This is an optimization exercise on Yosys and OpenROAD, whose aim is small area, not a production implementation. In this exercise RTL edits were held to simulation tests only and were not proved equivalent to the original. No driver is modelled on the clock port, so clock power and skew are understated where the tree is cut down; a real chip needs a root buffer or a tree. Power is estimated from default activity; no workload was simulated.

==> flow/design.v <==
module top_module (
    input  sys_clk,
    input  sys_rst_n,
    output R,
    output G,
    output B
);
localparam [6:0] QMASK = 7'b0001111;
localparam [6:0] MMASK = 7'b1010100;
localparam [5:0] UMASK = 6'b000011;
localparam [1:0] PMASK = 2'b00;
reg [6:0] qs;    
reg [6:0] ms;    
reg [5:0] us;    
reg [1:0] ps;    
wire [1:0] p = ps ^ PMASK;
wire [6:0] q  = qs ^ QMASK;
wire [6:0] m  = ms ^ MMASK;
wire [5:0] uo = us ^ UMASK;
wire q_end = q[6] & q[5] & q[3] & q[1];        
wire [7:0] qt, mt;
wire [6:0] ut;
assign qt[0] = 1'b1;
assign mt[0] = q_end;
genvar i;
generate for (i = 0; i < 7; i = i + 1) begin : g_t
    assign qt[i+1] = qt[i] & q[i];
    assign mt[i+1] = mt[i] & m[i];
end endgenerate
wire step   = mt[7];                           
wire u_end  = uo[5] & uo[4] & uo[3];           
wire u_wrap = step & u_end;
assign ut[0] = step;
generate for (i = 0; i < 6; i = i + 1) begin : g_u
    assign ut[i+1] = ut[i] & uo[i];
end endgenerate
wire [6:0] qi = q ^ qt[6:0];     
wire [6:0] mi = m ^ mt[6:0];     
wire [5:0] ui = uo ^ ut[5:0];    
wire [6:0] qn = {qi[6] & ~q_end, qi[5] & ~q_end, qi[4], qi[3] & ~q_end,
                 qi[2] | q_end, qi[1:0]};
wire [6:0] mn = {mi[6:5], mi[4] | step, mi[3] | step, mi[2] | step, mi[1:0]};
wire [5:0] un = {ui[5] & ~u_wrap, ui[4] & ~u_wrap, ui[3] & ~u_wrap,
                 ui[2] | u_wrap, ui[1] | u_wrap, ui[0]};
always @(posedge sys_clk or negedge sys_rst_n) begin
    if (!sys_rst_n) begin
        qs <= 7'b0000111 ^ QMASK;
        ms <= 7'b0011100 ^ MMASK;
        us <= 6'b000111 ^ UMASK;
        ps <= 2'b00 ^ PMASK;
    end else begin
        qs <= qn ^ QMASK;
        ms <= mn ^ MMASK;
        us <= un ^ UMASK;
        if (u_wrap)
            ps <= {p[0], ~(p[1] | p[0])} ^ PMASK;
    end
end
wire [6:0] ca, cc;
assign ca[0] = 1'b0;
assign cc[0] = 1'b0;
generate for (i = 0; i < 6; i = i + 1) begin : g_cmp
    assign ca[i+1] = (uo[i] & ~q[i]) | (ca[i] & (uo[i] | ~q[i]));
    assign cc[i+1] = (uo[i] &  q[i]) | (cc[i] & (uo[i] |  q[i]));
end endgenerate
wire A = ~q[6] &  ca[6];    
wire C = ~q[6] & ~cc[6];    
wire p0 = ~(p[1] | p[0]);
assign R = (p0   & C) | (p[1] & A);
assign G = (p0   & A) | (p[0] & C);
assign B = (p[0] & A) | (p[1] & C);
endmodule
clock: 10.0 ns
lec_check: 0
cap_margin: 20
core_area: 2.5 2.5 62.5 62.5
die_area: 0 0 65 65
gpl_timing_driven: 0
place_density: 0.9
slew_margin: 20
standard.sh (not shown) runs the stock make flow with config.mk's settings and CLKGATE_MAP_FILE= SYNTH_SCRIPT=/design/flow/synth_recipe.tcl, a recipe that flattens the netlist after the stock synthesis.
==> flow/flow/run.sh <==
#!/bin/bash
# Standard synthesis; then the combinational logic re-mapped for area with a
# few ABC scripts, keeping the smallest result (the registers stay as the
# standard synthesis made them); then the standard layout from floorplan to
# finish, with the smallest port buffers and a single clock buffer.
set -euo pipefail
R=orfs/results/$FLOW_PLATFORM/top_module/base
bash standard.sh synth > synth.log 2>&1
cp $R/1_2_yosys.v $R/1_2_yosys_std.v

LIB=$FLOW_HOME/platforms/$FLOW_PLATFORM/lib/sky130_fd_sc_hd__tt_025C_1v80.lib
DONTUSE=$(sed -n '/^export DONT_USE_CELLS/,/^#/p' $FLOW_HOME/platforms/$FLOW_PLATFORM/config.mk \
    | grep -o 'sky130_fd_sc_hd__[a-z0-9_]*' | sed 's/^/-dont_use /' | tr '\n' ' ')
mkdir -p remap
best=""
best_area=""
k=0
while IFS= read -r script; do
    [[ -z "$script" ]] && continue
    k=$((k + 1))
    echo "$script" | tr ';' '\n' > remap/s$k.abc
    sed -e "s|@DONTUSE@|$DONTUSE|g" -e "s|@LIB@|$LIB|g" -e "s|@IN@|$R/1_2_yosys_std.v|g" \
        -e "s|@OUT@|$PWD/remap/out$k.v|g" -e "s|@ABC@|$PWD/remap/s$k.abc|g" \
        flow/remap.ys > remap/r$k.ys
    if yosys -s remap/r$k.ys > remap/r$k.log 2>&1 && [[ -s remap/out$k.v ]]; then
        area=$(grep 'Chip area' remap/r$k.log | tail -1 | awk '{print $NF}')
        echo "script $k: $script: area $area" >> remap.log
        if [[ -z "$best" ]] || awk "BEGIN{exit !($area < $best_area)}"; then
            best=$k
            best_area=$area
        fi
    else
        echo "script $k: $script: failed" >> remap.log
    fi
done < flow/remap.scripts
if [[ -n "$best" ]]; then
    echo "using script $best, area $best_area" >> remap.log
    cp remap/out$best.v $R/1_2_yosys.v
else
    echo "using the standard synthesis" >> remap.log
fi
rm -f $R/1_synth.odb $R/1_synth.sdc

export BUFFER_PORTS_ARGS="-buffer_cell sky130_fd_sc_hd__buf_1"
export CTS_ARGS="-sink_clustering_enable -repair_clock_nets -dont_use_dummy_load"
export POST_CTS_TCL=$PWD/flow/one_clock_buffer.tcl
export ONE_CLOCK_PORT=sys_clk
export ONE_CLOCK_BUFFER=sky130_fd_sc_hd__buf_8
bash standard.sh > layout.log 2>&1
==> flow/flow/remap.scripts <==
strash; dch; map -a; mfs2; strash; dch; amap; mfs3 -a; topo
strash; dch; map -a; mfs2; strash; dch; map -a; mfs3 -a; topo
strash; dch; map -a; mfs2; strash; dch; map -a; topo; dnsize
strash; dch -f; map -a; mfs3 -a; mfs3 -a; topo; dnsize
strash; dch; map -a; mfs3 -a; topo
strash; dch; map -a; topo
strash; dch; map -a; mfs2; strash; dch; amap; mfs3 -a; strash; dch; amap; mfs3 -a; topo
strash; dch; map -a; mfs2; strash; dch -f; amap; mfs3 -a; topo
strash; dc2; dch; amap; mfs3 -a; topo
strash; &get -n; &dc2; &put; map -a; mfs2; strash; dch; amap; mfs3 -a; topo
Other scripts of this flow, unchanged in this note and not shown: flow/flow/one_clock_buffer.tcl, flow/flow/remap.ys
The starting point completed with no timing, DRC or antenna violations.
Change:
--- a/flow/flow/run.sh
+++ b/flow/flow/run.sh
@@ -5 +5 @@
-# finish, with the smallest port buffers and a single clock buffer.
+# finish, with small port buffers and a single clock buffer.
@@ -44 +44,2 @@
-export BUFFER_PORTS_ARGS="-buffer_cell sky130_fd_sc_hd__buf_1"
+export PRE_GLOBAL_PLACE_TCL=$PWD/flow/input_buffers.tcl
+export BUFFER_PORTS_ARGS="-outputs -buffer_cell sky130_fd_sc_hd__buf_1"
==> flow/flow/input_buffers.tcl (new file) <==
# Sourced before global placement (PRE_GLOBAL_PLACE_TCL): buffer the input
# ports with buf_2, which can drive the reset net's 22 flip-flop pins within
# the slew and capacitance limits; ORFS then buffers only the outputs.
buffer_ports -inputs -buffer_cell sky130_fd_sc_hd__buf_2
After rerunning:
- total power stays flat
- sequential share of layout area goes up by 0.66 points
- design area goes down slightly
- cell count goes down slightly
- die area is unchanged
- worst setup slack improves by 0.030 ns
- wire length goes down by a few percent
- clock skew stays flat
- maximum frequency goes up slightly
- clock power goes up by a few percent
- worst hold slack improves by 0.0048 ns
Change:
--- a/flow/flow/run.sh
+++ b/flow/flow/run.sh
@@ -5 +5 @@
-# finish, with small port buffers and a single clock buffer.
+# finish, with the smallest port buffers and a single clock buffer.
@@ -44,2 +44 @@
-export PRE_GLOBAL_PLACE_TCL=$PWD/flow/input_buffers.tcl
-export BUFFER_PORTS_ARGS="-outputs -buffer_cell sky130_fd_sc_hd__buf_1"
+export BUFFER_PORTS_ARGS="-buffer_cell sky130_fd_sc_hd__buf_1"
--- a/flow/flow/remap.scripts
+++ b/flow/flow/remap.scripts
@@ -10 +9,0 @@
-strash; &get -n; &dc2; &put; map -a; mfs2; strash; dch; amap; mfs3 -a; topo
removed: flow/flow/input_buffers.tcl
Sequential share of layout area came out lower by 0.12 points.
Area after synthesis is about the same.
Power came out lower slightly.
Setup slack got worse by 0.14 ns.
Utilization barely changes.
Die area is unchanged.
Final cell count is unchanged.
Global-route usage came out higher by 1.1 points.
Final area hardly moves.
In every run of this note, the design's own scripts or RTL, not TritonCTS, make the clock network.

-- separate check: timing with driven ports --
How much do the figures lean on ideal ports? The routed layouts below were timed once more, with nothing changed but the port constraints. Step 1 (the two cells are an assumption about what drives the block):
set clk [get_ports {sys_clk}]
set_driving_cell -lib_cell sky130_fd_sc_hd__clkbuf_16 $clk
set_driving_cell -lib_cell sky130_fd_sc_hd__buf_2 [delete_from_list [all_inputs] $clk]
Step 2, shift: input delay + t, output delay - t, t = (earliest + latest rising clock arrival at the registers) / 2. This alone moves slack from input paths to output paths. a / b / c = ideal / step 1 / step 2; a / b = the first two.
| run | shift t [ns] | setup WS [ns] | hold WS [ns] | latest minus earliest clock arrival (ns) | pins driven straight from the clock port |
|---|---|---|---|---|---|
| the first run | 0.167 | 6.174 / 6.143 / 6.310 | 0.500 / 0.500 / 0.500 | 0.003 / 0.003 | 1 |
| the second run | 0.166 | 6.204 / 6.177 / 6.307 | 0.504 / 0.505 / 0.505 | 0.002 / 0.003 | 1 |
| the third run | 0.164 | 6.067 / 6.039 / 6.203 | 0.505 / 0.505 / 0.505 | 0.002 / 0.001 | 1 |
After both steps setup and hold are still met in every run listed.
